Source: an optimization exercise on an open RTL-to-GDS flow (aim: small area, a short achievable clock period and few clock cycles). Production flows keep margins and buffers that such runs may drop.
Where RTL was checked, it was by simulation tests only, not by an equivalence proof against the original.
Function not checked in runs 2 to 7: the RTL went through the layout flow alone.
No activity file was given, so power comes from the tool's default toggle rates.

<file path="design/flow/run.sh">
#!/bin/bash
# synth_recipe.tcl (not shown) runs the flow's synth.tcl, then flattens the netlist and writes it again
# the make line also repeats each setting of config.mk as NAME=value (left out here)
make -C /OpenROAD-flow-scripts/flow DESIGN_CONFIG=/design/flow/config.mk WORK_HOME=/design/flow/orfs CLKGATE_MAP_FILE= SYNTH_SCRIPT=/design/flow/synth_recipe.tcl finish
</file>
<file path="design/flow/config.mk">
export PLATFORM = sky130hd
export DESIGN_NAME = HW2_divider
export DESIGN_NICKNAME = HW2_divider
export VERILOG_FILES = /design/flow/design.v
export SDC_FILE = /design/flow/constraint.sdc
export NUM_CORES = 4
export LEC_CHECK = 0
export CAP_MARGIN = 20
export CORE_MARGIN = 2
export CORE_UTILIZATION = 40
export SLEW_MARGIN = 20
</file>
<file path="design/flow/constraint.sdc">
create_clock -name core_clock -period 6.0 [get_ports {Clk}]
set_input_delay 1.2000 -clock core_clock [delete_from_list [all_inputs] [get_ports {Clk}]]
set_output_delay 1.2000 -clock core_clock [all_outputs]
set_load 0.01 [all_outputs]
</file>
<file path="design/flow/design.v">
module HW2_divider(Clk, Rst, St, Divisor, Dividend, Quotient, Remainder, Overflow, Done );
	input Clk, Rst, St;
	input [15:0] Divisor;
	input [15:0] Dividend;
	output [15:0] Quotient;
	output [15:0] Remainder;
	output  Overflow;
	output reg Done;
	parameter Z = 0;
	reg [15:0] divisor;
	reg [15:0] dividend;
	reg [2:0] State;
	reg [3:0] count;
	reg [16:0] ACC;
	wire B;
	wire [16:0] Sum;
	wire K;
	wire o;
	assign K = (count==15)?1:0;
	assign Sum = ACC+~{1'b0, divisor}+1'b1;
	assign B = Sum[16];
	assign Overflow = (divisor == Z) ? 1'b1 : 1'b0;
	assign Quotient = dividend;
	assign Remainder = ACC[15:0];
	always @(posedge Clk)
	begin
		if (Rst)
			begin
				State<=0;
				Done<=1;
				count<=0;
			end
		else
		case(State)
			0:
				begin
					if(St==1'b1)	
						begin
							dividend<=Dividend;
							divisor<=Divisor;
							ACC<=0;
							State<=1;
							Done<=0;
						end
				end
			1:
				begin
					if(Overflow)
						begin
							State<=0;
							Done<=1;
						end
					else
					begin
						State<=2;
						ACC<={ACC[15:0], dividend[15]};
						dividend<={dividend[14:0], 1'b0};
						count<=count+1;
					end
				end
			2:
				begin
					if(B && ~K)
						begin
							ACC<={ACC[15:0], dividend[15]};
							dividend<={dividend[14:0], 1'b0};
							count<=count+1;
							State<=2;
						end
					else if(~B)
						begin			
							ACC<=Sum;
							dividend[0] = 1'b1;
							State<=2;
						end
					else if(K && B)
						begin
							ACC<={ACC[15:0], dividend[15]};
							dividend<={dividend[14:0], 1'b0};
							count<=count+1;
							State<=3;
						end
				end
			3:
				begin
					if(~B)
						begin			
							ACC<=Sum;
							dividend[0] = 1'b1;
							State<=3;
						end
					else
						begin
							Done<=1;
							State<=0;
						end
				end
		endcase
	end
endmodule
</file>
==> results.sh, run 1 <==
export IMPL_status="finished clean"
export IMPL_hp_start="count[1]$_SDFFE_PP0P_"
export IMPL_crit_required_ns=4.80
export IMPL_slowest_stage="clkdlybuf4s50_1"
export IMPL_wl_met2_um=3305
export IMPL_grt_first_pass_wirelength_um=12280
export IMPL_period_share_pct=56.78
export IMPL_nets=431
export IMPL_start_kind="register"
export IMPL_post_drt_wl_per_cell_um=15.75
export IMPL_cp_data_arrival_time_ns=2.21
export IMPL_clk_path_buf_depth=2
export IMPL_cts_root_buf="clkbuf_8"
export IMPL_num_rows=33
export IMPL_coreArea_mm2=0.008258
export IMPL_ys_async_sr_fraction_pct=0
export IMPL_p_leak_nw=1.614
export IMPL_layout_common_cells="clkdlybuf4s50_1 (68), edfxtp_1 (49), nor2_1 (27)"
export IMPL_p_total_w=0.001426
export IMPL_hold_buffers=0
export IMPL_initial_core_util_pct=41.45
export IMPL_path_max_fanout=3
export IMPL_worstMarginPinSlew_ns=0.8520
export IMPL_rsz0062_at_grt="false"
export IMPL_grt_max_degree=21
export IMPL_dp_final_hpwl_um=5514
export IMPL_synth_edf_count=49
export IMPL_yosysSeqAreaShare_pct=47.08
export IMPL_hold_depth=2
export IMPL_r2r_end="ACC[6]$_DFFE_PP_"
export IMPL_setup_violations=0
export IMPL_cts_resized=0
export IMPL_worst_path_largest_cell_delay_ns=0.54
export IMPL_viasPerCell=5.369
export IMPL_utilization_pct=50.97
export IMPL_r2r_slack_ns=2.88
export IMPL_path_buf_inv=2
export IMPL_synth_ff_type="edfxtp_1"
export IMPL_fin_crit_ns=3.407
export IMPL_cts_buffers=5
export IMPL_criticalPathCategory="register to output port"
export IMPL_place_gp_congestion=0.8125
export IMPL_clk_latency_ns=0.31
export IMPL_hold_viol_final=0
export IMPL_dr_pass1_iters=4
export IMPL_routed_wirelength_um=7514
export IMPL_cp_top_family="simple AND/OR/NAND/NOR gates"
export IMPL_r2r_start="ACC[0]$_DFFE_PP_"
export IMPL_ys_warn_count=1
export IMPL_synth_area_mm2=0.003423
export IMPL_cts_sinks=56
export IMPL_design_area_mm2=0.004209
export IMPL_p_per_area_mw_per_mm2=338.8
export IMPL_fp_dieArea_mm2=0.009314
export IMPL_placed_cell_area_mm2=0.004114
export IMPL_portBuffers=68
export IMPL_die_w_um=96.51
export IMPL_layout_drive_gt1_share_pct=10.48
export IMPL_fmax_mhz=293.5
export IMPL_final_setup_tns_ns=0
export IMPL_syn_instance_count=316
export IMPL_pre_cts_ws_ns=2.898
export IMPL_grt_overflow_total=0
export IMPL_postSynthAreaPerCell_um2=10.83
export IMPL_vias=2561
export IMPL_wl_met1_um=3585
export IMPL_drc=0
export IMPL_max_cap_violations=0
export IMPL_fin_skew_ns=0.007665
export IMPL_timing_slew_headroom_pct=43.03
export IMPL_peakVddDrop_mv=0.1409
export IMPL_final_common_cell="clkdlybuf4s50_1"
export IMPL_final_max_slew_viol_count=0
export IMPL_n_antenna_cell=0
export IMPL_syn_to_final_growth_pct=22.95
export IMPL_grt_pass1_vias=2518
export IMPL_wl_met3_um=571
export IMPL_hold_path_class="register to register"
export IMPL_antenna_found_initial=0
export IMPL_highest_layer="met4"
export IMPL_synth_nets=376
export IMPL_path_cells="nor4_1 > nand4_1 > inv_1 > clkdlybuf4s50_1"
export IMPL_reg2regPathDepth=10
export IMPL_clkTransAtPathRegs_ns=0.11
export IMPL_cts_tree="yes"
export IMPL_ys_seq_elements=56
export IMPL_layout_setup_ws_ns=2.593
export IMPL_whs_endpoint="count[1]$_SDFFE_PP0P_"
export IMPL_htreeDepth=2
export IMPL_post_cts_buffers=0
export IMPL_grt_usage_pct=17.16
export IMPL_yosysUniqueCellTypes=52
export IMPL_end_kind="output port"
export IMPL_die_h_um=96.51
export IMPL_boundaryPins=69
export IMPL_ant_nets=0
export IMPL_drtIter0Drc=192
==> report_power, final <==
group / total, W / internal, W / switching [W]
Clock: 0.000225 / 0.0000865 / 0.000139
Combinational: 0.000628 / 0.000300 / 0.000328
Sequential: 0.000572 / 0.000520 / 0.0000524
==> per-stage QoR <==
| step | std cells | hold WS [ns] |
|---|---|---|
| floorplan | 316 | 0.4877 |
| global placement | 469 | 0.5101 |
| detailed placement | 469 | 0.5309 |
| CTS | 477 | 0.5601 |
| global route | 477 | 0.5938 |
| finish | 477 | 0.5533 |
==> how the worst max path moves through the flow <==
stage                                      from                endpoint  cells past startpoint
after floorplan                ACC[0]$_DFFE_PP_  dividend[10]$_DFFE_PP_                      9
after global routing      divisor[13]$_DFFE_PP_                Overflow                      4
final                     divisor[13]$_DFFE_PP_                Overflow                      4
after detailed placement       ACC[0]$_DFFE_PP_        ACC[4]$_DFFE_PP_                     10
after CTS                 divisor[13]$_DFFE_PP_                Overflow                      4
after global placement     divisor[1]$_DFFE_PP_                Overflow                      4
==> tightest hold or removal path: cells and delay by family, from the launching register on <==
family	cells	cell delay, ns
muxes	1	0.08
and+or+nand+nor	1	0.07
DFF	1	0.37
==> routing by layer <==
layer	vias up	track usage (%)
li1	1256	-
met1	1217	25.09
met2	83	25.69
met3	5	4.500
met4	0	3.521
met5	-	0
==> cell usage after synthesis (5+ instances only) <==
master / instances / area, µm²
a21oi_1: 18 / 90.09
mux2_2: 16 / 180.2
nand2_1: 14 / 52.55
inv_1: 25 / 93.84
nand3_1: 5 / 25.02
o21a_1: 5 / 37.54
a21o_1: 7 / 52.55
edfxtp_1: 49 / 1471
nand2b_1: 7 / 43.79
dfxtp_1: 7 / 140.1
nor2_1: 27 / 101.4
o21ai_0: 13 / 65.06
buf_4: 18 / 135.1
ha_1: 24 / 300.3
xnor2_1: 10 / 87.58
a22oi_1: 9 / 67.56
==> flip-flops by register name (all words and copies together) (netlist names) <==
signal / count
ACC: 17
dividend: 16
divisor: 16
count: 4
State: 2
Done: 1
==> cells by family (layout without fill, tap and decap cells) <==
logic type                 after synthesis  count (layout)  share of synthesized area [%]
AOI/OAI and AO/OA                       81              81                          16.37
buffers and inverters                   48             104                          7.273
adders and majority gates               25              25                          9.357
muxes                                   18              18                          5.884
DFF                                     56              56                          47.08
and+or+nand+nor                         77              77                          11.22
xor gates and xnor gates                11              11                          2.814
==> layout make-up <==
| cell class | instances | area, µm² |
|---|---|---|
| fillers | 775 | 4049 |
| flip-flops and latches | 56 | 1612 |
| multi-input cells | 212 | 1574 |
| repair buffers | 71 | 703.2 |
| well taps | 105 | 131.4 |
| inverters | 25 | 93.84 |
| clock buffers | 5 | 68.82 |
| clock inverters | 3 | 26.28 |
Testbench counts, summed over its fixed seeds: cycles 178,698.
==> run 2, diff against run 1 <==
==> design/flow/design.v (replaced) <==
module HW2_divider(Clk, Rst, St, Divisor, Dividend, Quotient, Remainder, Overflow, Done);
	input Clk, Rst, St;
	input [15:0] Divisor;
	input [15:0] Dividend;
	output [15:0] Quotient;
	output [15:0] Remainder;
	output Overflow;
	output reg Done;
	reg [15:0] R;      
	reg [15:0] B;      
	reg [15:0] Q;      
	reg [2:0] cnt;     
	reg nrm;           
	reg ovf;
	reg [2:0] e;
	always @(*) begin
		casez (Divisor)
			16'b1???????????????, 16'b01??????????????: e = 3'd0;
			16'b001?????????????, 16'b0001????????????: e = 3'd1;
			16'b00001???????????, 16'b000001??????????: e = 3'd2;
			16'b0000001?????????, 16'b00000001????????: e = 3'd3;
			16'b000000001???????, 16'b0000000001??????: e = 3'd4;
			16'b00000000001?????, 16'b000000000001????: e = 3'd5;
			16'b0000000000001???, 16'b00000000000001??: e = 3'd6;
			default: e = 3'd7;
		endcase
	end
	wire [15:0] n1 = cnt[2] ? {B[7:0], 8'b0} : B;
	wire [15:0] n2 = cnt[1] ? {n1[11:0], 4'b0} : n1;
	wire [15:0] n3 = cnt[0] ? {n2[13:0], 2'b0} : n2;
	wire [17:0] d1 = {2'b0, R} - {2'b0, B};
	wire [17:0] d2 = {2'b0, R} - {1'b0, B, 1'b0};
	wire [18:0] ca = {3'b0, R};
	wire [18:0] cb = ~{3'b0, B};
	wire [18:0] cc = ~{2'b0, B, 1'b0};
	wire [18:0] cs = ca ^ cb ^ cc;
	wire [18:0] cy = {(ca[17:0] & cb[17:0]) | (ca[17:0] & cc[17:0]) | (cb[17:0] & cc[17:0]), 1'b1};
	wire [18:0] d3 = cs + cy + 19'd1;
	wire ge1 = ~d1[17];
	wire ge2 = ~d2[17];
	wire ge3 = ~d3[18];
	assign Quotient = Q;
	assign Remainder = R;
	assign Overflow = ovf;
	always @(posedge Clk) begin
		if (Rst) begin
			Done <= 1'b1;
			nrm <= 1'b0;
		end else if (Done) begin
			B <= Divisor;
			cnt <= e;
			if (St) begin
				Done <= 1'b0;
				nrm <= 1'b1;
				R <= Dividend;
			end
		end else if (nrm) begin
			nrm <= 1'b0;
			B <= n3;
			Q <= 16'd0;
			ovf <= ~|B;
			if (~|B) Done <= 1'b1;
		end else begin
			if (ge3) R <= d3[15:0];
			else if (ge2) R <= d2[15:0];
			else if (ge1) R <= d1[15:0];
			Q <= {Q[13:0], ge2, ge3 | (ge1 & ~ge2)};
			B <= {2'b0, B[15:2]};
			cnt <= cnt - 3'd1;
			if (cnt == 3'd0) Done <= 1'b1;
		end
	end
endmodule
--- a/design/flow/config.mk
+++ b/design/flow/config.mk
@@ -5,7 +5,9 @@
 export SDC_FILE = /design/flow/constraint.sdc
 export NUM_CORES = 4
 export LEC_CHECK = 0
+export ABC_CLOCK_PERIOD_IN_PS = 2000
 export CAP_MARGIN = 20
 export CORE_MARGIN = 2
 export CORE_UTILIZATION = 40
+export SETUP_SLACK_MARGIN = 3.3
 export SLEW_MARGIN = 20
==> results.sh, run 2 <==
export IMPL_status="finished clean"
export IMPL_max_cap_violations=0
export IMPL_boundaryPins=69
export IMPL_routed_wirelength_um=17190
export IMPL_cts_tree="yes"
export IMPL_cts_buffers=5
export IMPL_fmax_mhz=313.2
export IMPL_num_rows=42
export IMPL_layout_setup_ws_ns=2.807
export IMPL_die_w_um=121.0
export IMPL_synth_edf_count=52
export IMPL_vias=5176
export IMPL_p_leak_nw=2.948
export IMPL_r2r_start="B[1]$_DFFE_PN_"
export IMPL_clk_latency_ns=0.31
export IMPL_layout_common_cells="clkdlybuf4s50_1 (68), edfxtp_1 (52), nand2_1 (52)"
export IMPL_syn_instance_count=602
export IMPL_yosysUniqueCellTypes=73
export IMPL_grt_first_pass_wirelength_um=26570
export IMPL_criticalPathCategory="register to register"
export IMPL_postSynthAreaPerCell_um2=9.093
export IMPL_hp_start="Q[6]$_SDFFCE_PP0P_"
export IMPL_synth_area_top_cells="edfxtp_1 (29%), ha_1 (11%), fa_1 (6.6%)"
export IMPL_worstMarginPinSlew_ns=0.7846
export IMPL_ant_nets=0
export IMPL_clk_path_buf_depth=2
export IMPL_yosys_area_share_xor_xnor_pct=4.480
export IMPL_fp_dieArea_mm2=0.01464
export IMPL_drc=0
export IMPL_pre_cts_ws_ns=2.214
export IMPL_dp_final_hpwl_um=12050
export IMPL_post_drt_wl_per_cell_um=19.33
export IMPL_p_per_area_mw_per_mm2=274.7
export IMPL_initial_core_util_pct=41.17
export IMPL_crit_required_ns=6.06
export IMPL_drtIter0Drc=480
export IMPL_die_h_um=121.0
export IMPL_ys_warn_count=1
export IMPL_nFillCells=1210
export IMPL_hold_path_class="register to register"
export IMPL_fin_crit_ns=3.193
export IMPL_n_antenna_cell=0
export IMPL_end_kind="register"
export IMPL_grt_max_degree=34
export IMPL_final_setup_tns_ns=0
export IMPL_dr_pass1_iters=5
export IMPL_hold_buffers=0
export IMPL_yosys_area_top_type="edfxtp_1"
export IMPL_setup_violations=0
export IMPL_final_common_cell="clkdlybuf4s50_1"
export IMPL_nets=814
export IMPL_start_kind="register"
export IMPL_syn_to_final_growth_pct=34.90
export IMPL_rsz0062_at_grt="true"
export IMPL_hold_viol_final=0
export IMPL_period_share_pct=53.22
export IMPL_synthMuxAreaShare_pct=4.023
export IMPL_layout_drive_gt1_share_pct=20.34
export IMPL_synth_ff_type="edfxtp_1"
export IMPL_synth_commonest_cells="edfxtp_1 (52), nand2_1 (52), nor2_1 (50), ha_1 (49), inv_1 (41)"
export IMPL_reg_top3="B x16, Q x16, R x16"
export IMPL_cts_sinks=54
export IMPL_synth_top_family_by_area="compound AO/OA/AOI/OAI gates"
export IMPL_peakVddDrop_mv=0.1318
export IMPL_synth_compound_area_share_pct=23.41
export IMPL_timing_slew_headroom_pct=47.14
export IMPL_fin_hold_ws_ns=0.5756
export IMPL_fin_skew_ns=0.007738
export IMPL_antenna_found_initial=0
export IMPL_grt_pass1_vias=5115
export IMPL_coreArea_mm2=0.01330
export IMPL_yosysSeqAreaShare_pct=29.26
export IMPL_htreeDepth=2
export IMPL_portBuffers=68
export IMPL_clkTransAtPathRegs_ns=0.08
export IMPL_worstSetupStartpoint="B[1]$_DFFE_PN_"
export IMPL_cts_root_buf="clkbuf_16"
export IMPL_final_max_slew_viol_count=0
export IMPL_synth_simple_area_share_pct=16.34
export IMPL_place_gp_congestion=0.9122
export IMPL_cp_data_arrival_time_ns=3.25
export IMPL_path_max_fanout=11
export IMPL_synth_area_mm2=0.005474
export IMPL_ys_seq_elements=54
export IMPL_viasPerCell=5.822
export IMPL_synth_nets=704
export IMPL_grt_usage_pct=23.11
export IMPL_netlist_area_leader_share_pct=28.53
export IMPL_grt_overflow_total=0
export IMPL_synthAdderAreaFrac_pct=17.78
export IMPL_ys_async_sr_fraction_pct=0
-- run 2: cell types whose count changed after synthesis, sizes merged, moves of 16 or more --
cell / change
inv: +16
nand2: +38
fa: +17
nor3: +18
o21ai: +22
nor2: +23
ha: +25
a21oi: +20
nor2b: +19
-- run 2: layer usage --
metal  GRT usage [%]  part of all wire, %  vias to the layer above
met1           33.16                   47                     2529
li1                -                    -                     2467
met4           5.378                  1.3                        0
met3           2.585                  3.9                       19
met2           37.36                   48                      161
met5               0                    0                        -
-- run 2: cell type report --
cell class	instances	area, µm²	area share (%)
multi-input cells	485	4000	54.17
flip-flops and latches	54	1603	21.70
repair buffers	124	1242	16.82
well taps	176	220.2	2.982
inverters	42	165.2	2.237
clock buffers	5	125.1	1.694
clock inverters	3	28.78	0.3897
-- run 2: through the flow --
stage                     utilization (%)  cell area, µm²  total power [W]  instances
after detailed placement            47.98            6379         0.001456        830
after floorplan                         -            5549         0.001218        602
after global placement              47.98            6379         0.001444        830
after CTS                           52.95            7039         0.001910        874
final                               55.54            7385         0.002029        889
after global routing                55.54            7385         0.002147        889
-- run 2: logic make-up (layout without fill, tap and decap cells) --
family,count (synthesis),count (layout)
adder cells (fa/ha/maj),67,67
flip-flops,54,54
multiplexers,21,21
XOR/XNOR,28,28
AO/OA/AOI/OAI,183,183
buffers and inverters,63,174
AND/OR/NAND/NOR,186,186
-- run 2: path summary, 6_finish.rpt --
kind	to	slack, ns	depth (start not counted)
max	R[1]$_DFFE_PP_	2.81	12
min	Q[8]$_SDFFCE_PP0P_	0.58	1
max reg2reg	R[1]$_DFFE_PP_	2.81	12
min reg2reg	Q[8]$_SDFFCE_PP0P_	0.58	1
-- run 2: critical path, cell delays in order (launching register included) --
cell      delay, ns
edfxtp_1       0.46
inv_2          0.07
fa_1           0.56
ha_1           0.23
nor2b_4        0.12
o31a_1         0.26
o21ai_2        0.15
o21a_2         0.19
nor3_4         0.06
o31ai_4        0.29
buf_12         0.18
mux2i_1        0.09
mux2_2         0.27
-- run 2: timing repair --
| item | CTS | global route |
|---|---|---|
| hold endpoints to repair | 0 | 0 |
| setup buffers | 34 | 14 |
| setup endpoints to repair | 35 | 35 |
| pin swaps | 14 | 21 |
| resized for setup | 42 | 33 |
| gates cloned | 2 | 1 |
-- run 2: power by group --
group | switching [W] | internal (W)
Sequential | 0.0000469 | 0.000459
Clock | 0.000158 | 0.000160
Combinational | 0.000638 | 0.000566
Total | 0.000843 | 0.00119
==> run 3, diff against run 2 <==
--- a/design/flow/design.v
+++ b/design/flow/design.v
@@ -10,7 +10,6 @@
 	reg [15:0] B;      
 	reg [15:0] Q;      
 	reg [2:0] cnt;     
-	reg nrm;           
 	reg ovf;
 	reg [2:0] e;
 	always @(*) begin
@@ -25,9 +24,9 @@
 			default: e = 3'd7;
 		endcase
 	end
-	wire [15:0] n1 = cnt[2] ? {B[7:0], 8'b0} : B;
-	wire [15:0] n2 = cnt[1] ? {n1[11:0], 4'b0} : n1;
-	wire [15:0] n3 = cnt[0] ? {n2[13:0], 2'b0} : n2;
+	wire [15:0] n1 = e[2] ? {Divisor[7:0], 8'b0} : Divisor;
+	wire [15:0] n2 = e[1] ? {n1[11:0], 4'b0} : n1;
+	wire [15:0] n3 = e[0] ? {n2[13:0], 2'b0} : n2;
 	wire [17:0] d1 = {2'b0, R} - {2'b0, B};
 	wire [17:0] d2 = {2'b0, R} - {1'b0, B, 1'b0};
 	wire [18:0] ca = {3'b0, R};
@@ -45,21 +44,15 @@
 	always @(posedge Clk) begin
 		if (Rst) begin
 			Done <= 1'b1;
-			nrm <= 1'b0;
 		end else if (Done) begin
-			B <= Divisor;
+			B <= n3;
 			cnt <= e;
 			if (St) begin
 				Done <= 1'b0;
-				nrm <= 1'b1;
 				R <= Dividend;
+				Q <= 16'd0;
+				ovf <= ~|Divisor;
 			end
-		end else if (nrm) begin
-			nrm <= 1'b0;
-			B <= n3;
-			Q <= 16'd0;
-			ovf <= ~|B;
-			if (~|B) Done <= 1'b1;
 		end else begin
 			if (ge3) R <= d3[15:0];
 			else if (ge2) R <= d2[15:0];
@@ -67,7 +60,7 @@
 			Q <= {Q[13:0], ge2, ge3 | (ge1 & ~ge2)};
 			B <= {2'b0, B[15:2]};
 			cnt <= cnt - 3'd1;
-			if (cnt == 3'd0) Done <= 1'b1;
+			if (cnt == 3'd0 || ovf) Done <= 1'b1;
 		end
 	end
 endmodule
--- a/design/flow/config.mk
+++ b/design/flow/config.mk
@@ -9,5 +9,5 @@
 export CAP_MARGIN = 20
 export CORE_MARGIN = 2
 export CORE_UTILIZATION = 40
-export SETUP_SLACK_MARGIN = 3.3
+export SETUP_SLACK_MARGIN = 3.0
 export SLEW_MARGIN = 20
==> results.sh, run 3 <==
export IMPL_synth_top_family_by_area="compound AO/OA/AOI/OAI gates"
export IMPL_setup_violations=0
export IMPL_synth_simple_area_share_pct=14.61
export IMPL_timing_slew_headroom_pct=47.85
export IMPL_p_per_area_mw_per_mm2=277.8
export IMPL_synth_nets=666
export IMPL_yosysUniqueCellTypes=73
export IMPL_final_setup_tns_ns=0
export IMPL_fp_dieArea_mm2=0.01417
export IMPL_ys_warn_count=1
export IMPL_grt_first_pass_wirelength_um=25350
export IMPL_cts_buffers=5
export IMPL_drtIter0Drc=331
export IMPL_end_kind="register"
export IMPL_hold_path_class="register to register"
export IMPL_antenna_found_initial=0
export IMPL_max_cap_violations=0
export IMPL_n_antenna_cell=0
export IMPL_start_kind="register"
export IMPL_fin_skew_ns=0.009007
export IMPL_grt_usage_pct=22.60
export IMPL_fin_crit_ns=3.418
export IMPL_synth_edf_count=52
export IMPL_yosys_area_share_xor_xnor_pct=4.632
export IMPL_dr_pass1_iters=5
export IMPL_initial_core_util_pct=40.46
export IMPL_grt_overflow_total=0
export IMPL_die_w_um=119.0
export IMPL_die_h_um=119.0
export IMPL_hold_buffers=0
export IMPL_final_max_slew_viol_count=0
export IMPL_synthAdderAreaFrac_pct=18.39
export IMPL_yosysSeqAreaShare_pct=29.87
export IMPL_synth_compound_area_share_pct=24.72
export IMPL_peakVddDrop_mv=0.1410
export IMPL_period_share_pct=56.97
export IMPL_synth_commonest_cells="edfxtp_1 (52), ha_1 (49), a21oi_1 (47), inv_1 (41), nor2_1 (41)"
export IMPL_ant_nets=0
export IMPL_layout_common_cells="clkdlybuf4s50_1 (62), edfxtp_1 (52), buf_4 (49)"
export IMPL_fmax_mhz=292.6
export IMPL_cp_top_family="compound AO/OA/AOI/OAI gates"
export IMPL_slowest_stage="edfxtp_1"
export IMPL_reg_top3="B x16, Q x16, R x16"
export IMPL_viasPerCell=5.727
export IMPL_synth_ff_type="edfxtp_1"
export IMPL_cts_root_buf="clkbuf_16"
export IMPL_routed_wirelength_um=16130
export IMPL_synth_area_mm2=0.005294
export IMPL_dp_final_hpwl_um=11410
export IMPL_status="finished clean"
export IMPL_num_rows=42
export IMPL_ys_seq_elements=53
export IMPL_yosys_area_top_type="edfxtp_1"
export IMPL_final_common_cell="clkdlybuf4s50_1"
export IMPL_design_area_mm2=0.007306
export IMPL_syn_instance_count=564
export IMPL_synth_area_top_cells="edfxtp_1 (29%), ha_1 (12%), fa_1 (6.8%)"
export IMPL_nets=791
export IMPL_cts_tree="yes"
export IMPL_placed_cell_area_mm2=0.006221
export IMPL_hold_viol_final=0
export IMPL_place_gp_congestion=0.8738
export IMPL_htreeDepth=2
export IMPL_syn_to_final_growth_pct=38.01
export IMPL_post_drt_wl_per_cell_um=18.62
export IMPL_worst_path_largest_cell_delay_ns=0.49
export IMPL_clkTransAtPathRegs_ns=0.08
export IMPL_grt_pass1_vias=4834
export IMPL_synthMuxAreaShare_pct=3.167
export IMPL_crit_required_ns=6.14
export IMPL_ys_async_sr_fraction_pct=0
export IMPL_boundaryPins=69
export IMPL_clk_path_buf_depth=2
export IMPL_path_buf_inv=2
export IMPL_worstMarginPinSlew_ns=0.7774
export IMPL_netlist_area_leader_share_pct=29.50
export IMPL_cp_data_arrival_time_ns=3.55
export IMPL_layout_drive_gt1_share_pct=24.93
export IMPL_vias=4960
export IMPL_path_cells="fa_1 > ha_1 > or3_4 > or2_2 > o311a_1 > a21o_1 > o21ai_4 > a21bo_4 > buf_12 > buf_8 > nor2_1 > o31ai_1"
export IMPL_clk_latency_ns=0.31
export IMPL_coreArea_mm2=0.01309
export IMPL_cts_sinks=53
export IMPL_postSynthAreaPerCell_um2=9.386
export IMPL_path_max_fanout=5
export IMPL_criticalPathCategory="register to register"
export IMPL_drc=0
export IMPL_p_leak_nw=2.932
export IMPL_portBuffers=68
export IMPL_yosysMostFrequentCell="edfxtp_1"
export IMPL_rsz0062_at_grt="true"
export IMPL_grt_max_degree=71
-- run 3: what timing repair did --
item	in CTS	in global routing
endpoints found under the setup margin	66	62
resized for setup	89	40
setup buffers	45	17
gates cloned	1	0
pin swaps	35	25
endpoints found under the hold margin	0	0
-- run 3: where the power goes --
part           switching, W  total (W)  internal (W)
sequential        0.0000289   0.000482      0.000453
clock              0.000162   0.000323      0.000161
combinational      0.000636    0.00122      0.000589
-- run 3: worst paths after layout --
| path | start | to | slack, ns | cells after the start |
|---|---|---|---|---|
| max reg2reg | R[6]$_DFFE_PP_ | R[3]$_DFFE_PP_ | 2.58 | 12 |
| max | R[6]$_DFFE_PP_ | R[3]$_DFFE_PP_ | 2.58 | 12 |
| min reg2reg | Q[4]$_SDFFCE_PP0P_ | Q[6]$_SDFFCE_PP0P_ | 0.58 | 1 |
| min | Q[4]$_SDFFCE_PP0P_ | Q[6]$_SDFFCE_PP0P_ | 0.58 | 1 |
-- run 3: final cells by class --
class,count,area (µm²)
fillers,1172,5779
multi-input cells,453,3854
flip-flops and latches,53,1583
repair buffers,134,1324
well taps,176,220.2
inverters,42,171.4
clock buffers,5,125.1
clock inverters,3,28.78
-- run 3: kinds of logic after synthesis --
logic type      after synthesis
flops                        53
fa+ha+maj                    67
xor+xnor                     28
compound gates              190
buf+inv                      58
mux                          16
simple gates                152
-- run 3: metrics by stage --
stage                     hold WS, ns  total power, W  std cells  worst slack [ns]  utilization, %
after floorplan                0.5490        0.001191        564             2.749               -
after global placement         0.5390        0.001418        795             1.997           47.54
after detailed placement       0.5541        0.001432        795             1.974           47.54
after CTS                      0.5733        0.001915        849             2.659           53.28
after global routing           0.5935        0.002158        866             2.490           55.83
final                          0.5770        0.002030        866             2.582           55.83
-- run 3: metal layers --
layer / part of all wire (%) / vias up / GRT usage (%)
met1: 44 / 2437 / 31.10
li1: - / 2359 / -
met4: 1.9 / 0 / 5.878
met5: 0 / - / 0
met2: 49 / 141 / 37.57
met3: 5.1 / 23 / 2.921
==> run 4, diff against run 3 <==
--- a/design/flow/config.mk
+++ b/design/flow/config.mk
@@ -9,5 +9,5 @@
 export CAP_MARGIN = 20
 export CORE_MARGIN = 2
 export CORE_UTILIZATION = 40
-export SETUP_SLACK_MARGIN = 3.0
+export SETUP_SLACK_MARGIN = 0
 export SLEW_MARGIN = 20
==> results.sh, run 4 <==
export IMPL_status="finished clean"
export IMPL_antenna_found_initial=0
export IMPL_final_setup_tns_ns=0
export IMPL_yosysUniqueCellTypes=73
export IMPL_reg_top3="B x16, Q x16, R x16"
export IMPL_grt_usage_pct=20.86
export IMPL_fin_hold_ws_ns=0.5649
export IMPL_n_antenna_cell=0
export IMPL_final_common_cell="clkdlybuf4s50_1"
export IMPL_grt_met2_usage_pct=33.98
export IMPL_die_w_um=119.0
export IMPL_start_kind="register"
export IMPL_postSynthAreaPerCell_um2=9.386
export IMPL_synth_edf_count=52
export IMPL_post_cts_buffers=0
export IMPL_cts_root_buf="clkbuf_16"
export IMPL_ys_seq_elements=53
export IMPL_dr_pass1_iters=6
export IMPL_timing_slew_headroom_pct=33.07
export IMPL_final_max_slew_viol_count=0
export IMPL_post_drt_wl_per_cell_um=18.48
export IMPL_synth_area_mm2=0.005294
export IMPL_synth_ff_type="edfxtp_1"
export IMPL_fin_crit_ns=3.948
export IMPL_worstMarginPinSlew_ns=1.004
export IMPL_routed_wirelength_um=14840
export IMPL_synth_commonest_cells="edfxtp_1 (52), ha_1 (49), a21oi_1 (47), inv_1 (41), nor2_1 (41)"
export IMPL_cts_tree="yes"
export IMPL_path_max_fanout=15
export IMPL_rsz0062_at_grt="false"
export IMPL_hold_buffers=0
export IMPL_grt_overflow_total=0
export IMPL_cp_depth=12
export IMPL_cts_resized=0
export IMPL_peakVddDrop_mv=0.1286
export IMPL_num_rows=42
export IMPL_grt_max_degree=71
export IMPL_die_h_um=119.0
export IMPL_path_buf_inv=2
export IMPL_ant_nets=0
export IMPL_initial_core_util_pct=40.46
export IMPL_drtIter0Drc=393
export IMPL_clkTransAtPathRegs_ns=0.07
export IMPL_fin_skew_ns=0.01084
export IMPL_grt_util_met3_pct=2.826
export IMPL_nets=728
export IMPL_worst_path_largest_cell_delay_ns=0.70
export IMPL_layout_common_cells="clkdlybuf4s50_1 (68), edfxtp_1 (52), ha_1 (49)"
export IMPL_yosysSeqAreaShare_pct=29.87
export IMPL_synth_area_top_cells="edfxtp_1 (29%), ha_1 (12%), fa_1 (6.8%)"
export IMPL_hold_path_class="register to register"
export IMPL_ys_warn_count=1
export IMPL_cp_data_arrival_time_ns=3.94
export IMPL_htreeDepth=2
export IMPL_layout_drive_gt1_share_pct=5.742
export IMPL_end_kind="register"
export IMPL_grt_first_pass_wirelength_um=23360
export IMPL_grt_pass1_vias=4479
export IMPL_syn_to_final_growth_pct=18.67
export IMPL_criticalPathCategory="register to register"
export IMPL_setup_violations=0
export IMPL_ys_async_sr_fraction_pct=0
export IMPL_coreArea_mm2=0.01309
export IMPL_slowest_stage="a21boi_1"
export IMPL_cp_top_family="compound AO/OA/AOI/OAI gates"
export IMPL_synth_nets=666
export IMPL_fp_dieArea_mm2=0.01417
export IMPL_busiest_layer="met2"
export IMPL_boundaryPins=69
export IMPL_hold_depth=1
export IMPL_place_gp_congestion=0.9085
export IMPL_period_share_pct=65.80
export IMPL_hold_viol_final=0
export IMPL_crit_required_ns=6.00
export IMPL_yosys_area_top_type="edfxtp_1"
export IMPL_yosysMostFrequentCell="edfxtp_1"
export IMPL_dp_final_hpwl_um=11790
export IMPL_clk_latency_ns=0.30
export IMPL_drc=0
export IMPL_portBuffers=68
export IMPL_fmax_mhz=253.3
export IMPL_p_per_area_mw_per_mm2=275.4
export IMPL_use_met1_pct=28.09
export IMPL_p_leak_nw=2.484
export IMPL_syn_instance_count=564
export IMPL_path_cells="inv_1 > fa_1 > ha_1 > nor2b_1 > o31a_1 > o311a_1 > a21o_1 > o21ai_2 > a21boi_1 > nor2_4 > a31oi_1 > buf_4"
export IMPL_cts_buffers=5
export IMPL_reg2regPathDepth=12
export IMPL_netlist_area_leader_share_pct=29.50
export IMPL_clk_path_buf_depth=2
export IMPL_vias=4594
export IMPL_cts_sinks=53
export IMPL_viasPerCell=5.721
export IMPL_max_cap_violations=0
==> run 4: cell type report <==
cell class,count,area [µm²]
well taps,176,220.2
multi-input cells,453,3468
inverters,42,157.7
flip-flops and latches,53,1583
repair buffers,71,703.2
clock buffers,5,125.1
clock inverters,3,25.02
fillers,1233,6803
==> run 4: layer usage <==
layer	vias to the layer above	wire length [µm]
met2	126	6886
li1	2226	-
met3	26	668
met1	2216	6826
met4	0	461
met5	-	0
==> run 4: per-stage QoR <==
stage                     total power (W)  utilization, %  worst slack (ns)  area (µm²)  instances
final                            0.001730           48.01             2.052        6282        803
after global routing             0.001846           48.01             1.859        6282        803
after CTS                        0.001729           48.01             2.048        6282        803
after detailed placement         0.001419           46.86             1.951        6132        795
after global placement           0.001405           46.86             1.979        6132        795
after floorplan                  0.001173               -             2.109        5294        564
==> run 4: path summary, 6_finish.rpt <==
kind | start | end | slack [ns]
worst max-delay path | B[1]$_DFFE_PN_ | R[11]$_DFFE_PP_ | 2.05
worst min-delay path | Q[9]$_SDFFCE_PP0P_ | Q[11]$_SDFFCE_PP0P_ | 0.56
worst max register to register | B[1]$_DFFE_PN_ | R[11]$_DFFE_PP_ | 2.05
worst min register to register | Q[9]$_SDFFCE_PP0P_ | Q[11]$_SDFFCE_PP0P_ | 0.56
==> run 4: power breakdown <==
part | total [W] | leakage (nW) | internal (W) | switching, W
Clock | 0.000305 | 0.0708 | 0.000158 | 0.000147
Sequential | 0.000483 | 0.514 | 0.000453 | 0.0000301
Combinational | 0.000942 | 1.90 | 0.000416 | 0.000527
==> run 4: logic make-up (layout without fill, tap and decap cells) <==
| kind of cell | count (synthesis) | count (layout) | synth area share (%) |
|---|---|---|---|
| AOI/OAI and AO/OA | 190 | 190 | 24.72 |
| xor gates and xnor gates | 28 | 28 | 4.633 |
| adders and majority gates | 67 | 67 | 18.39 |
| buffers and inverters | 58 | 121 | 4.609 |
| DFF | 53 | 53 | 29.87 |
| muxes | 16 | 16 | 3.167 |
| and+or+nand+nor | 152 | 152 | 14.61 |
==> run 4: worst register-to-register path, stage by stage, from the launching register on <==
cell	delay [ns]
edfxtp_1	0.47
inv_1	0.15
fa_1	0.55
ha_1	0.29
nor2b_1	0.18
o31a_1	0.20
o311a_1	0.26
a21o_1	0.17
o21ai_2	0.07
a21boi_1	0.70
nor2_4	0.14
a31oi_1	0.18
buf_4	0.27
==> run 5, diff against run 4 <==
--- a/design/flow/config.mk
+++ b/design/flow/config.mk
@@ -9,5 +9,5 @@
 export CAP_MARGIN = 20
 export CORE_MARGIN = 2
 export CORE_UTILIZATION = 40
-export SETUP_SLACK_MARGIN = 0
+export SETUP_SLACK_MARGIN = 2
 export SLEW_MARGIN = 20
==> results.sh, run 5 <==
export IMPL_p_leak_nw=2.484
export IMPL_die_w_um=119.0
export IMPL_drc=0
export IMPL_dr_pass1_iters=7
export IMPL_setup_violations=0
export IMPL_clkTransAtPathRegs_ns=0.08
export IMPL_clk_latency_ns=0.30
export IMPL_ant_nets=0
export IMPL_end_kind="register"
export IMPL_hold_path_class="register to register"
export IMPL_final_max_slew_viol_count=0
export IMPL_layout_common_cells="clkdlybuf4s50_1 (68), edfxtp_1 (52), ha_1 (49)"
export IMPL_cts_sinks=53
export IMPL_portBuffers=68
export IMPL_synth_nets=666
export IMPL_hold_viol_final=0
export IMPL_boundaryPins=69
export IMPL_seq_area_mm2=0.001583
export IMPL_cp_data_arrival_time_ns=3.84
export IMPL_vias=4600
export IMPL_numPlacedInstances=795
export IMPL_synth_edf_count=52
export IMPL_coreArea_mm2=0.01309
export IMPL_p_per_area_mw_per_mm2=275.6
export IMPL_grt_pass1_vias=4479
export IMPL_drtIter0Drc=393
export IMPL_period_share_pct=63.47
export IMPL_layout_drive_gt1_share_pct=5.901
export IMPL_grt_max_degree=71
export IMPL_nFillCells=1233
export IMPL_yosysSeqAreaShare_pct=29.87
export IMPL_die_h_um=119.0
export IMPL_final_setup_tns_ns=0
export IMPL_path_buf_inv=1
export IMPL_grt_first_pass_wirelength_um=23360
export IMPL_initial_core_util_pct=40.46
export IMPL_reg_top3="B x16, Q x16, R x16"
export IMPL_grt_usage_pct=20.86
export IMPL_worstMarginPinSlew_ns=1.026
export IMPL_cts_root_buf="clkbuf_16"
export IMPL_hold_buffers=0
export IMPL_htreeDepth=2
export IMPL_post_cts_buffers=0
export IMPL_yosysMostFrequentCell="edfxtp_1"
export IMPL_place_gp_congestion=0.9085
export IMPL_fmax_mhz=262.6
export IMPL_yosys_area_top_type="edfxtp_1"
export IMPL_crit_top_cell="o311a_1"
export IMPL_post_drt_wl_per_cell_um=18.50
export IMPL_fin_skew_ns=0.01042
export IMPL_final_common_cell="clkdlybuf4s50_1"
export IMPL_worst_path_largest_cell_delay_ns=0.61
export IMPL_pre_cts_ws_ns=1.951
export IMPL_ys_seq_elements=53
export IMPL_synth_ff_type="edfxtp_1"
export IMPL_syn_instance_count=564
export IMPL_fin_hold_ws_ns=0.5647
export IMPL_nets=728
export IMPL_grt_overflow_total=0
export IMPL_num_rows=42
export IMPL_synth_commonest_cells="edfxtp_1 (52), ha_1 (49), a21oi_1 (47), inv_1 (41), nor2_1 (41)"
export IMPL_timing_slew_headroom_pct=31.59
export IMPL_clk_path_buf_depth=2
export IMPL_cp_top_family="compound AO/OA/AOI/OAI gates"
export IMPL_viasPerCell=5.729
export IMPL_syn_to_final_growth_pct=18.74
export IMPL_slowest_stage="fa_1"
export IMPL_cts_buffers=5
export IMPL_postSynthAreaPerCell_um2=9.386
export IMPL_max_cap_violations=0
export IMPL_crit_required_ns=6.04
export IMPL_yosysUniqueCellTypes=73
export IMPL_peakVddDrop_mv=0.1286
export IMPL_antenna_found_initial=0
export IMPL_synth_area_mm2=0.005294
export IMPL_layout_setup_ws_ns=2.192
export IMPL_start_kind="register"
export IMPL_fp_dieArea_mm2=0.01417
export IMPL_synth_area_top_cells="edfxtp_1 (29%), ha_1 (12%), fa_1 (6.8%)"
export IMPL_fin_crit_ns=3.808
export IMPL_criticalPathCategory="register to register"
export IMPL_n_antenna_cell=0
export IMPL_netlist_area_leader_share_pct=29.50
export IMPL_cts_resized=0
export IMPL_path_cells="inv_1 > fa_1 > ha_1 > nor2b_1 > o31a_1 > o311a_1 > a21o_1 > o21ai_2 > a21bo_1 > o311a_1 > o31ai_2"
export IMPL_path_max_fanout=18
export IMPL_routed_wirelength_um=14850
export IMPL_status="finished clean"
export IMPL_ys_warn_count=1
export IMPL_multi_input_area_mm2=0.003472
export IMPL_dp_final_hpwl_um=11790
export IMPL_fin_cells=803
export IMPL_ys_async_sr_fraction_pct=0
export IMPL_rsz0062_at_grt="true"
export IMPL_cts_tree="yes"
run 5: cell counts after synthesis:
No cell type changed its count.
run 5: kinds of logic after synthesis:
logic type      share of synthesized area [%]
compound gates                          24.72
simple gates                            14.61
fa+ha+maj                               18.39
buf+inv                                 4.609
flops                                   29.87
xor+xnor                                4.633
mux                                     3.167
run 5: path summary, 6_finish.rpt:
path	end	slack (ns)	depth (start not counted)	start
setup / recovery	R[5]$_DFFE_PP_	2.19	11	B[1]$_DFFE_PN_
hold / removal	Q[11]$_SDFFCE_PP0P_	0.56	1	Q[9]$_SDFFCE_PP0P_
setup reg to reg	R[5]$_DFFE_PP_	2.19	11	B[1]$_DFFE_PN_
hold reg to reg	Q[11]$_SDFFCE_PP0P_	0.56	1	Q[9]$_SDFFCE_PP0P_
run 5: layer usage:
layer | global-route usage [%] | share of wire, %
met1 | 28.09 | 46
met2 | 33.98 | 46
met3 | 2.826 | 4.4
met4 | 8.185 | 3.1
met5 | 0 | 0
run 5: cell type report:
cell class | instances | share of cell area, %
Multi-Input combinational cell | 453 | 55.23
Sequential cell | 53 | 25.18
Timing Repair Buffer | 71 | 11.19
Tap cell | 176 | 3.503
Inverter | 42 | 2.508
Clock buffer | 5 | 1.990
Clock inverter | 3 | 0.3981
run 5: power breakdown:
part           switching (W)  internal (W)  total, W
Clock               0.000146      0.000158  0.000305
Sequential         0.0000302      0.000453  0.000483
Combinational       0.000528      0.000416  0.000945
run 5: worst register-to-register path: cells and delay by family (launching register included):
family	cells	cell delay [ns]
DFF	1	0.47
adders and majority gates	2	0.85
AOI/OAI and AO/OA	7	1.95
and+or+nand+nor	1	0.14
buffers and inverters	1	0.15
run 5: metrics by stage:
| step | power (W) | utilization (%) | instance area, µm² |
|---|---|---|---|
| after floorplan | 0.001173 | - | 5294 |
| after global placement | 0.001405 | 46.86 | 6132 |
| after detailed placement | 0.001419 | 46.86 | 6132 |
| after CTS | 0.001729 | 48.01 | 6282 |
| after global routing | 0.001848 | 48.04 | 6286 |
| final | 0.001732 | 48.04 | 6286 |
==> run 6, diff against run 5 <==
==> design/flow/flow/run.sh (new file) <==
#!/bin/bash
# The standard layout, with each port buffered by a small buffer instead of
# the delay cell that buffer_ports picks by default.
set -euo pipefail
bash standard.sh "BUFFER_PORTS_ARGS=-buffer_cell sky130_fd_sc_hd__buf_2" finish > standard.log 2>&1
==> design/flow/standard.sh (new file) <==
#!/bin/bash
# synth_recipe.tcl (not shown) runs the flow's synth.tcl, then flattens the netlist and writes it again
# the make line also repeats each setting of config.mk as NAME=value (left out here)
make -C /OpenROAD-flow-scripts/flow DESIGN_CONFIG=/design/flow/config.mk WORK_HOME=/design/flow/orfs CLKGATE_MAP_FILE= SYNTH_SCRIPT=/design/flow/synth_recipe.tcl "${@:-finish}"
--- a/design/flow/config.mk
+++ b/design/flow/config.mk
@@ -9,5 +9,5 @@
 export CAP_MARGIN = 20
 export CORE_MARGIN = 2
 export CORE_UTILIZATION = 40
-export SETUP_SLACK_MARGIN = 2
+export SETUP_SLACK_MARGIN = 3.0
 export SLEW_MARGIN = 20
removed: design/flow/run.sh
==> results.sh, run 6 <==
export IMPL_status="finished clean"
export IMPL_yosysUniqueCellTypes=73
export IMPL_drc=0
export IMPL_power_switching_w=0.0008157
export IMPL_synth_edf_count=52
export IMPL_nFillCells=1175
export IMPL_netlist_area_leader_share_pct=29.50
export IMPL_drtIter0Drc=402
export IMPL_grt_usage_pct=23.06
export IMPL_grt_first_pass_wirelength_um=26060
export IMPL_layout_drive_gt1_share_pct=30.47
export IMPL_syn_instance_count=564
export IMPL_fp_dieArea_mm2=0.01417
export IMPL_postSynthAreaPerCell_um2=9.386
export IMPL_ys_seq_elements=53
export IMPL_die_h_um=119.0
export IMPL_fin_skew_ns=0.01124
export IMPL_design_area_mm2=0.006795
export IMPL_end_kind="register"
export IMPL_utilization_pct=51.93
export IMPL_grt_max_degree=71
export IMPL_dr_pass1_iters=5
export IMPL_clkPwrFrac_pct=16.7
export IMPL_num_rows=42
export IMPL_cts_sinks=53
export IMPL_initial_core_util_pct=40.46
export IMPL_p_per_area_mw_per_mm2=287.1
export IMPL_pwr_share_comb_pct=58.6
export IMPL_synth_ff_type="edfxtp_1"
export IMPL_coreArea_mm2=0.01309
export IMPL_boundaryPins=69
export IMPL_p_total_w=0.001951
export IMPL_clk_path_buf_depth=2
export IMPL_yosysSeqAreaShare_pct=29.87
export IMPL_synth_area_top_cells="edfxtp_1 (29%), ha_1 (12%), fa_1 (6.8%)"
export IMPL_ant_nets=0
export IMPL_cts_tree="yes"
export IMPL_ys_warn_count=1
export IMPL_vias=4938
export IMPL_cts_root_buf="clkbuf_16"
export IMPL_final_max_slew_viol_count=0
export IMPL_yosys_area_top_type="edfxtp_1"
export IMPL_layout_common_cells="buf_2 (65), edfxtp_1 (52), ha_1 (47)"
export IMPL_start_kind="register"
export IMPL_rsz0062_at_grt="true"
export IMPL_viasPerCell=5.796
export IMPL_hold_viol_final=0
export IMPL_cts_buffers=5
export IMPL_clkTransAtPathRegs_ns=0.08
export IMPL_p_leak_nw=2.832
export IMPL_reg_top3="B x16, Q x16, R x16"
export IMPL_dp_final_hpwl_um=11480
export IMPL_period_share_pct=56.54
export IMPL_fmax_mhz=294.8
export IMPL_syn_to_final_growth_pct=28.36
export IMPL_crit_required_ns=6.07
export IMPL_criticalPathCategory="register to register"
export IMPL_nets=777
export IMPL_portBuffers=68
export IMPL_hold_path_class="register to register"
export IMPL_numPlacedInstances=794
export IMPL_die_w_um=119.0
export IMPL_grt_overflow_total=0
export IMPL_path_max_fanout=7
export IMPL_timing_slew_headroom_pct=39.36
export IMPL_grt_pass1_vias=4950
export IMPL_fin_cells=852
export IMPL_worstMarginPinSlew_ns=0.9001
export IMPL_antenna_found_initial=0
export IMPL_power_frac_seq_pct=24.7
export IMPL_cp_data_arrival_time_ns=3.46
export IMPL_synth_area_mm2=0.005294
export IMPL_hold_buffers=0
export IMPL_n_antenna_cell=0
export IMPL_setup_violations=0
export IMPL_fin_crit_ns=3.392
export IMPL_synth_nets=666
export IMPL_max_cap_violations=0
export IMPL_final_setup_tns_ns=0
export IMPL_yosysMostFrequentCell="edfxtp_1"
export IMPL_routed_wirelength_um=16070
export IMPL_internal_power_w=0.001135
export IMPL_peakVddDrop_mv=0.1420
export IMPL_htreeDepth=2
export IMPL_placed_cell_area_mm2=0.005873
export IMPL_post_drt_wl_per_cell_um=18.86
export IMPL_place_gp_congestion=0.8727
export IMPL_p_sw_share_pct=41.81
export IMPL_synth_commonest_cells="edfxtp_1 (52), ha_1 (49), a21oi_1 (47), inv_1 (41), nor2_1 (41)"
export IMPL_ys_async_sr_fraction_pct=0
export IMPL_clk_latency_ns=0.32
export IMPL_final_common_cell="buf_2"
==> run 6: cell count changes in the layout (fill, tap and decap cells not counted), moves of 4 or more <==
cell,delta
buf_6,+10
buf_2,+65
buf_12,+7
inv_1,-14
clkdlybuf4s50_1,-68
o21ai_0,-8
inv_2,+11
buf_4,+31
a21oi_2,+6
a21oi_1,-7
o21ai_1,+4
==> run 6: through the flow <==
| stage | hold WS, ns | worst slack [ns] |
|---|---|---|
| global route | 0.5818 | 2.494 |
| floorplan | 0.5490 | 2.749 |
| finish | 0.5684 | 2.608 |
| global placement | 0.5340 | 2.199 |
| CTS | 0.5716 | 2.637 |
| detailed placement | 0.5520 | 2.103 |
==> run 6: layer usage <==
layer  track usage [%]  routed length, µm  vias up
met1             31.08               7044     2382
met4             7.738                429        0
met2             37.72               7625      196
li1                  -                  -     2330
met5                 0                  0        -
met3             3.688                969       30
==> run 6: area by class of cell <==
cell class	instances	area, µm²	share of cell area, %
inverters	42	166.4	2.449
well taps	176	220.2	3.241
flip-flops and latches	53	1583	23.29
clock inverters	3	28.78	0.4235
repair buffers	120	910.9	13.40
clock buffers	5	125.1	1.841
multi-input cells	453	3761	55.35
==> run 6: kinds of logic after synthesis <==
| family | after synthesis | synth area share [%] |
|---|---|---|
| flip-flops | 53 | 29.87 |
| multiplexers | 16 | 3.167 |
| adder cells (fa/ha/maj) | 67 | 18.39 |
| XOR/XNOR | 28 | 4.633 |
| AO/OA/AOI/OAI | 190 | 24.72 |
| buffers and inverters | 58 | 4.609 |
| AND/OR/NAND/NOR | 152 | 14.61 |
==> run 6: power by group through the flow <==
stage | sequential [W] | clock (W) | combinational, W
floorplan | 0.000492 | 0 | 0.000700
global placement | 0.000490 | 0 | 0.000902
detailed placement | 0.000491 | 0 | 0.000916
CTS | 0.000482 | 0.000327 | 0.00107
global route | 0.000487 | 0.000337 | 0.00125
finish | 0.000482 | 0.000325 | 0.00114
==> run 6: critical path, cell delays in order (launching register included) <==
cell and delay [ns]:
edfxtp_1 0.45, buf_6 0.15, fa_1 0.54, ha_4 0.18, buf_12 0.10, nor2b_4 0.03, o31a_1 0.29, o311a_4 0.37
a21o_1 0.19, o21ai_4 0.19, a21bo_4 0.19, buf_12 0.13, nor3_4 0.04, a221o_1 0.28
==> run 6: path summary, 6_finish.rpt <==
path | from | to | slack [ns] | cells past startpoint
worst max-delay path | B[1]$_DFFE_PN_ | R[11]$_DFFE_PP_ | 2.61 | 13
worst min-delay path | Q[10]$_SDFFCE_PP0P_ | Q[12]$_SDFFCE_PP0P_ | 0.57 | 1
worst max register to register | B[1]$_DFFE_PN_ | R[11]$_DFFE_PP_ | 2.61 | 13
worst min register to register | Q[10]$_SDFFCE_PP0P_ | Q[12]$_SDFFCE_PP0P_ | 0.57 | 1
==> run 6: timing repair <==
item	4_1_cts	5_1_grt
pin swaps	23	10
endpoints found under the setup margin	63	63
cloned	2	0
gates resized for setup	56	22
buffers inserted	38	9
==> run 7, diff against run 6 <==
==> design/flow/flow/run.sh (replaced) <==
#!/bin/bash
# The standard layout, with two changes: each port is buffered by a small
# buffer instead of the delay cell that buffer_ports picks by default, and
# synthesis leaves adders to abc instead of mapping them to fa/ha cells.
set -euo pipefail
bash standard.sh "BUFFER_PORTS_ARGS=-buffer_cell sky130_fd_sc_hd__buf_2" "ADDER_MAP_FILE=" finish > standard.log 2>&1
==> results.sh, run 7 <==
export IMPL_syn_to_final_growth_pct=32.62
export IMPL_num_rows=45
export IMPL_cp_data_arrival_time_ns=3.46
export IMPL_antenna_found_initial=0
export IMPL_max_cap_violations=0
export IMPL_setup_violations=0
export IMPL_n_antenna_cell=0
export IMPL_clkTransAtPathRegs_ns=0.09
export IMPL_syn_instance_count=784
export IMPL_power_switching_w=0.0008552
export IMPL_design_area_mm2=0.008041
export IMPL_yosysMostFrequentCell="nand2_1"
export IMPL_fmax_mhz=293.1
export IMPL_grt_first_pass_wirelength_um=32170
export IMPL_grt_usage_pct=25.14
export IMPL_clkPwrFrac_pct=16.8
export IMPL_synth_area_top_cells="edfxtp_1 (26%), xnor2_1 (6.5%), nand2_1 (5.4%)"
export IMPL_die_w_um=127.1
export IMPL_path_max_fanout=8
export IMPL_hold_path_class="register to register"
export IMPL_fp_dieArea_mm2=0.01616
export IMPL_criticalPathCategory="register to register"
export IMPL_status="finished clean"
export IMPL_fin_skew_ns=0.007204
export IMPL_synth_edf_count=52
export IMPL_pwr_share_comb_pct=58.5
export IMPL_postSynthAreaPerCell_um2=7.734
export IMPL_final_common_cell="buf_4"
export IMPL_viasPerCell=5.931
export IMPL_ys_seq_elements=53
export IMPL_yosysUniqueCellTypes=79
export IMPL_cts_root_buf="clkbuf_16"
export IMPL_netlist_area_leader_share_pct=25.75
export IMPL_nets=954
export IMPL_peakVddDrop_mv=0.1242
export IMPL_clk_latency_ns=0.32
export IMPL_place_gp_congestion=0.9093
export IMPL_vias=6571
export IMPL_routed_wirelength_um=20800
export IMPL_final_setup_tns_ns=0
export IMPL_yosysSeqAreaShare_pct=26.08
export IMPL_ys_async_sr_fraction_pct=0
export IMPL_fin_crit_ns=3.412
export IMPL_p_total_w=0.001991
export IMPL_grt_max_degree=58
export IMPL_ys_warn_count=1
export IMPL_die_h_um=127.1
export IMPL_portBuffers=68
export IMPL_post_drt_wl_per_cell_um=18.77
export IMPL_grt_met2_usage_pct=40.61
export IMPL_timing_slew_headroom_pct=35.25
export IMPL_boundaryPins=69
export IMPL_placed_cell_area_mm2=0.006454
export IMPL_layout_setup_ws_ns=2.588
export IMPL_layout_drive_gt1_share_pct=32.83
export IMPL_path_buf_inv=1
export IMPL_clk_path_buf_depth=2
export IMPL_cts_buffers=5
export IMPL_synth_area_mm2=0.006063
export IMPL_worst_path_largest_cell_delay_ns=0.46
export IMPL_cts_sinks=53
export IMPL_dr_pass1_iters=7
export IMPL_start_kind="register"
export IMPL_grt_util_met3_pct=4.397
export IMPL_crit_required_ns=6.05
export IMPL_period_share_pct=56.86
export IMPL_coreArea_mm2=0.01503
export IMPL_hold_viol_final=0
export IMPL_initial_core_util_pct=40.33
export IMPL_htreeDepth=2
export IMPL_synth_nets=819
export IMPL_drc=0
export IMPL_busiest_layer="met2"
export IMPL_worstMarginPinSlew_ns=0.9702
export IMPL_cp_top_family="compound AO/OA/AOI/OAI gates"
export IMPL_reg_top3="B x16, Q x16, R x16"
export IMPL_grt_overflow_total=0
export IMPL_power_frac_seq_pct=24.8
export IMPL_final_max_slew_viol_count=0
export IMPL_cts_tree="yes"
export IMPL_pre_cts_ws_ns=1.761
export IMPL_slowest_stage="edfxtp_1"
export IMPL_grt_pass1_vias=6116
export IMPL_yosys_area_top_type="edfxtp_1"
export IMPL_p_per_area_mw_per_mm2=247.5
export IMPL_p_sw_share_pct=42.96
export IMPL_internal_power_w=0.001135
export IMPL_synth_ff_type="edfxtp_1"
export IMPL_layout_common_cells="buf_4 (105), nand2_1 (83), buf_2 (68)"
export IMPL_path_cells="buf_6 > nor2b_4 > maj3_2 > o21ai_4 > a31oi_4 > or3_4 > nand4_1 > a222oi_1 > a2111o_1 > and3b_2 > o31a_4"
export IMPL_drtIter0Drc=569
export IMPL_fin_hold_ws_ns=0.5280
export IMPL_ant_nets=0
export IMPL_dp_final_hpwl_um=12700
export IMPL_end_kind="register"
export IMPL_use_met1_pct=34.00
export IMPL_p_leak_nw=3.139
export IMPL_synth_commonest_cells="nand2_1 (88), nor2_1 (66), a21oi_1 (63), o21ai_0 (58), edfxtp_1 (52)"
export IMPL_rsz0062_at_grt="true"
## run 7: cell types whose count changed after synthesis, sizes merged, moves of 16 or more
cell,previous run,this run
nand2,30,88
ha,49,0
o21ai,36,69
xnor2,20,46
nor2,42,66
clkbuf,8,30
buf,8,27
fa,18,0
nand2b,8,26
a21oi,48,64
## run 7: power by group through the flow
stage | sequential [W] | combinational (W) | clock (W)
6_report | 0.000493 | 0.00116 | 0.000334
3_5_place_dp | 0.000549 | 0.000803 | 0
4_1_cts | 0.000497 | 0.00108 | 0.000340
2_1_floorplan | 0.000486 | 0.000683 | 0
5_1_grt | 0.000499 | 0.00125 | 0.000351
3_3_place_gp | 0.000549 | 0.000808 | 0
## run 7: cells by family after synthesis
family / count (synthesis) / share of synthesized area (%)
AOI/OAI and AO/OA: 258 / 28.44
xor gates and xnor gates: 68 / 10.19
adders and majority gates: 10 / 1.672
buffers and inverters: 89 / 6.294
DFF: 53 / 26.08
muxes: 29 / 5.097
and+or+nand+nor: 277 / 22.22
## run 7: repair_timing
item / in CTS / in global routing
setup buffers: 97 / 16
hold buffers: 0 / 0
resized for setup: 80 / 32
cloned: 2 / 0
endpoints found under the setup margin: 37 / 39
pin swaps: 24 / 25
## run 7: metal layers
metal	up-vias	routed length, µm	share of wire, %
met5	-	0	0
met4	0	492	2.4
met3	35	1345	6.5
met2	258	9783	47
met1	3134	9181	44
li1	3144	-	-
## run 7: metrics by stage
| step | cells | util, % |
|---|---|---|
| 3_3_place_gp | 985 | 42.93 |
| 4_1_cts | 1092 | 51.68 |
| 3_5_place_dp | 985 | 42.93 |
| 5_1_grt | 1108 | 53.49 |
| 2_1_floorplan | 784 | - |
| 6_report | 1108 | 53.49 |
## run 7: layout make-up
| class | instances | area (µm²) |
|---|---|---|
| timing repair buffer | 183 | 1259 |
| multi-input combinational | 644 | 4684 |
| clock inverter | 3 | 28.78 |
| clock buffer | 5 | 125.1 |
| sequential | 53 | 1583 |
| tap | 188 | 235.2 |
| inverter | 32 | 126.4 |
| fill | 1370 | 6992 |
## run 7: final timing paths
path	depth (start not counted)	start	slack [ns]	endpoint
worst max-delay path	11	R[6]$_DFFE_PP_	2.59	R[1]$_DFFE_PP_
worst min-delay path	2	ovf$_DFFE_PP_	0.53	Done$_SDFF_PP1_
worst max register to register	11	R[6]$_DFFE_PP_	2.59	R[1]$_DFFE_PP_
worst min register to register	2	ovf$_DFFE_PP_	0.53	Done$_SDFF_PP1_
## run 7: worst reg2reg max path, stage by stage (launching register included)
cell      delay, ns
edfxtp_1       0.46
buf_6          0.16
nor2b_4        0.12
maj3_2         0.32
o21ai_4        0.23
a31oi_4        0.12
or3_4          0.34
nand4_1        0.23
a222oi_1       0.14
a2111o_1       0.34
and3b_2        0.28
o31a_4         0.39
==> run 8, diff against run 7 <==
--- a/design/flow/design.v
+++ b/design/flow/design.v
@@ -38,29 +38,37 @@
 	wire ge1 = ~d1[17];
 	wire ge2 = ~d2[17];
 	wire ge3 = ~d3[18];
+	wire s3 = ge3;
+	wire s2 = ge2 & ~ge3;
+	wire s1 = ge1 & ~ge2;
+	wire s0 = ~ge1;
+	wire [15:0] rn = ({16{s3}} & d3[15:0]) | ({16{s2}} & d2[15:0]) |
+	                 ({16{s1}} & d1[15:0]) | ({16{s0}} & R);
 	assign Quotient = Q;
 	assign Remainder = R;
 	assign Overflow = ovf;
 	always @(posedge Clk) begin
-		if (Rst) begin
+		if (Rst)
 			Done <= 1'b1;
-		end else if (Done) begin
+		else if (Done)
+			Done <= ~St;
+		else if (cnt == 3'd0 || ovf)
+			Done <= 1'b1;
+	end
+	always @(posedge Clk) begin
+		if (Done) begin
 			B <= n3;
 			cnt <= e;
 			if (St) begin
-				Done <= 1'b0;
 				R <= Dividend;
 				Q <= 16'd0;
 				ovf <= ~|Divisor;
 			end
 		end else begin
-			if (ge3) R <= d3[15:0];
-			else if (ge2) R <= d2[15:0];
-			else if (ge1) R <= d1[15:0];
+			R <= rn;
 			Q <= {Q[13:0], ge2, ge3 | (ge1 & ~ge2)};
 			B <= {2'b0, B[15:2]};
 			cnt <= cnt - 3'd1;
-			if (cnt == 3'd0 || ovf) Done <= 1'b1;
 		end
 	end
 endmodule
==> design/flow/flow/run.sh (replaced) <==
#!/bin/bash
# The standard layout, with each port buffered by a small buffer instead of
# the delay cell that buffer_ports picks by default.
set -euo pipefail
bash standard.sh "BUFFER_PORTS_ARGS=-buffer_cell sky130_fd_sc_hd__buf_2" finish > standard.log 2>&1
--- a/design/flow/config.mk
+++ b/design/flow/config.mk
@@ -8,6 +8,6 @@
 export ABC_CLOCK_PERIOD_IN_PS = 2000
 export CAP_MARGIN = 20
 export CORE_MARGIN = 2
-export CORE_UTILIZATION = 40
-export SETUP_SLACK_MARGIN = 3.0
+export CORE_UTILIZATION = 60
+export SETUP_SLACK_MARGIN = 3
 export SLEW_MARGIN = 20
==> results.sh, run 8 <==
export IMPL_status="finished clean"
export IMPL_routed_wirelength_um=15990
export IMPL_cts_root_buf="clkbuf_8"
export IMPL_hold_buffers=0
export IMPL_design_area_mm2=0.006588
export IMPL_peakVddDrop_mv=0.3293
export IMPL_dr_pass1_iters=7
export IMPL_cts_tree="yes"
export IMPL_worstMarginPinSlew_ns=1.066
export IMPL_end_kind="register"
export IMPL_hold_viol_final=0
export IMPL_hold_path_class="register to register"
export IMPL_fmax_mhz=298.5
export IMPL_clkTransAtPathRegs_ns=0.11
export IMPL_syn_to_final_growth_pct=30.35
export IMPL_final_common_cell="buf_2"
export IMPL_initial_core_util_pct=61.82
export IMPL_ys_async_sr_fraction_pct=0
export IMPL_start_kind="register"
export IMPL_ys_warn_count=1
export IMPL_worst_path_largest_cell_delay_ns=0.48
export IMPL_path_buf_inv=2
export IMPL_synth_ff_type="edfxtp_1"
export IMPL_viasPerCell=6.478
export IMPL_ant_nets=0
export IMPL_rsz0062_at_grt="true"
export IMPL_yosysUniqueCellTypes=63
export IMPL_setup_violations=0
export IMPL_antenna_found_initial=0
export IMPL_fin_hold_ws_ns=0.4593
export IMPL_num_rows=33
export IMPL_criticalPathCategory="register to register"
export IMPL_clk_path_buf_depth=2
export IMPL_path_max_fanout=2
export IMPL_grt_overflow_total=0
export IMPL_grt_pass1_vias=4674
export IMPL_fp_dieArea_mm2=0.009173
export IMPL_synth_commonest_cells="ha_1 (49), a21oi_1 (44), nor2_1 (41), nand2_1 (34), edfxtp_1 (33)"
export IMPL_grt_first_pass_wirelength_um=23340
export IMPL_path_cells="inv_2 > fa_1 > ha_1 > inv_1 > fa_2 > a21o_1 > a2111oi_4 > o31ai_2 > a41oi_2 > mux2i_1 > a21oi_2 > a21oi_1 > a2bb2oi_1"
export IMPL_drtIter0Drc=403
export IMPL_cp_top_family="compound AO/OA/AOI/OAI gates"
export IMPL_p_leak_nw=2.802
export IMPL_cts_sinks=53
export IMPL_postSynthAreaPerCell_um2=8.992
export IMPL_cts_buffers=5
export IMPL_fin_crit_ns=3.350
export IMPL_synth_nets=664
export IMPL_layout_drive_gt1_share_pct=32.79
export IMPL_vias=5046
export IMPL_period_share_pct=55.83
export IMPL_p_total_w=0.002601
export IMPL_synth_area_mm2=0.005054
export IMPL_drc=0
export IMPL_slowest_stage="fa_1"
export IMPL_clk_latency_ns=0.33
export IMPL_max_cap_violations=0
export IMPL_crit_required_ns=6.08
export IMPL_cp_data_arrival_time_ns=3.43
export IMPL_nets=775
export IMPL_place_gp_congestion=0.9826
export IMPL_reg2regPathDepth=13
export IMPL_portBuffers=68
export IMPL_final_setup_tns_ns=0
export IMPL_synth_area_top_cells="edfxtp_1 (20%), ha_1 (12%), dfxtp_1 (7.9%)"
export IMPL_nFillCells=510
export IMPL_reg_top3="B x16, Q x16, R x16"
export IMPL_timing_slew_headroom_pct=28.51
export IMPL_synth_edf_count=33
export IMPL_yosysSeqAreaShare_pct=27.53
export IMPL_layout_common_cells="buf_2 (68), ha_1 (44), buf_4 (44)"
export IMPL_cp_depth=13
export IMPL_yosysMostFrequentCell="ha_1"
export IMPL_dp_final_hpwl_um=10310
export IMPL_yosys_area_top_type="edfxtp_1"
export IMPL_placed_cell_area_mm2=0.005559
export IMPL_netlist_area_leader_share_pct=19.61
export IMPL_die_w_um=95.78
export IMPL_post_drt_wl_per_cell_um=20.53
export IMPL_hold_depth=1
export IMPL_grt_usage_pct=33.13
export IMPL_grt_max_degree=62
export IMPL_n_antenna_cell=0
export IMPL_htreeDepth=2
export IMPL_boundaryPins=69
export IMPL_r2r_slack_ns=2.65
export IMPL_syn_instance_count=562
export IMPL_final_max_slew_viol_count=0
export IMPL_p_per_area_mw_per_mm2=394.8
export IMPL_coreArea_mm2=0.008175
export IMPL_fin_skew_ns=0.01247
export IMPL_die_h_um=95.78
export IMPL_ys_seq_elements=53
-- run 8: kinds of logic (layout without fill, tap and decap cells) --
logic type | after synthesis | count (layout) | share of synthesized area [%]
compound gates | 183 | 183 | 24.44
xor+xnor | 35 | 35 | 6.066
fa+ha+maj | 67 | 67 | 19.26
buf+inv | 50 | 162 | 4.011
flops | 53 | 53 | 27.53
mux | 13 | 13 | 2.575
simple gates | 161 | 161 | 16.12
-- run 8: worst register-to-register path: stages (launching register included) --
cell and delay (ns):
edfxtp_1 0.38, inv_2 0.05, fa_1 0.48, ha_1 0.15, inv_1 0.05, fa_2 0.34, a21o_1 0.22, a2111oi_4 0.40
o31ai_2 0.13, a41oi_2 0.22, mux2i_1 0.31, a21oi_2 0.12, a21oi_1 0.16, a2bb2oi_1 0.09
-- run 8: final cells by class --
cell class	instances	area [µm²]	area share [%]
sequential	53	1396	21.20
timing repair buffer	123	869.6	13.20
clock buffer	5	68.82	1.045
clock inverter	3	65.06	0.9877
multi-input combinational	459	3935	59.73
inverter	31	121.4	1.842
tap	105	131.4	1.994
-- run 8: final timing paths --
| kind | from | endpoint |
|---|---|---|
| setup / recovery | R[1]$_DFFE_PP_ | R[15]$_DFFE_PP_ |
| hold / removal | cnt[0]$_DFF_P_ | cnt[0]$_DFF_P_ |
| setup reg to reg | R[1]$_DFFE_PP_ | R[15]$_DFFE_PP_ |
| hold reg to reg | cnt[0]$_DFF_P_ | cnt[0]$_DFF_P_ |
-- run 8: report_power, final --
part           leakage [nW]  internal, W  switching [W]
Clock                0.0681     0.000166       0.000135
Combinational          2.23     0.000821        0.00100
Sequential            0.506     0.000441      0.0000379
-- run 8: through the flow --
step | utilization [%] | setup slack [ns] | cells
after floorplan | - | 2.831 | 562
after global placement | 68.00 | 2.185 | 720
after detailed placement | 68.00 | 2.179 | 720
after CTS | 74.15 | 2.761 | 753
after global routing | 80.58 | 2.557 | 779
final | 80.58 | 2.650 | 779
-- run 8: per-layer routing --
layer  vias up  track usage (%)  share of wire [%]  wire, µm
met5         -                0                  0         0
met2       251            56.35                 49      7765
met4         0            13.81                4.4       708
met3        63            4.307                7.8      1248
li1       2307                -                  -         -
met1      2425            42.43                 39      6271
-- run 8: what timing repair did --
action	in CTS	in global routing
endpoints found under the setup margin	20	24
cloned	0	2
pin swaps	15	32
buffers inserted	25	24
resized for setup	35	60
Testbench counts of run 8, summed over its fixed seeds: cycles 47,499.
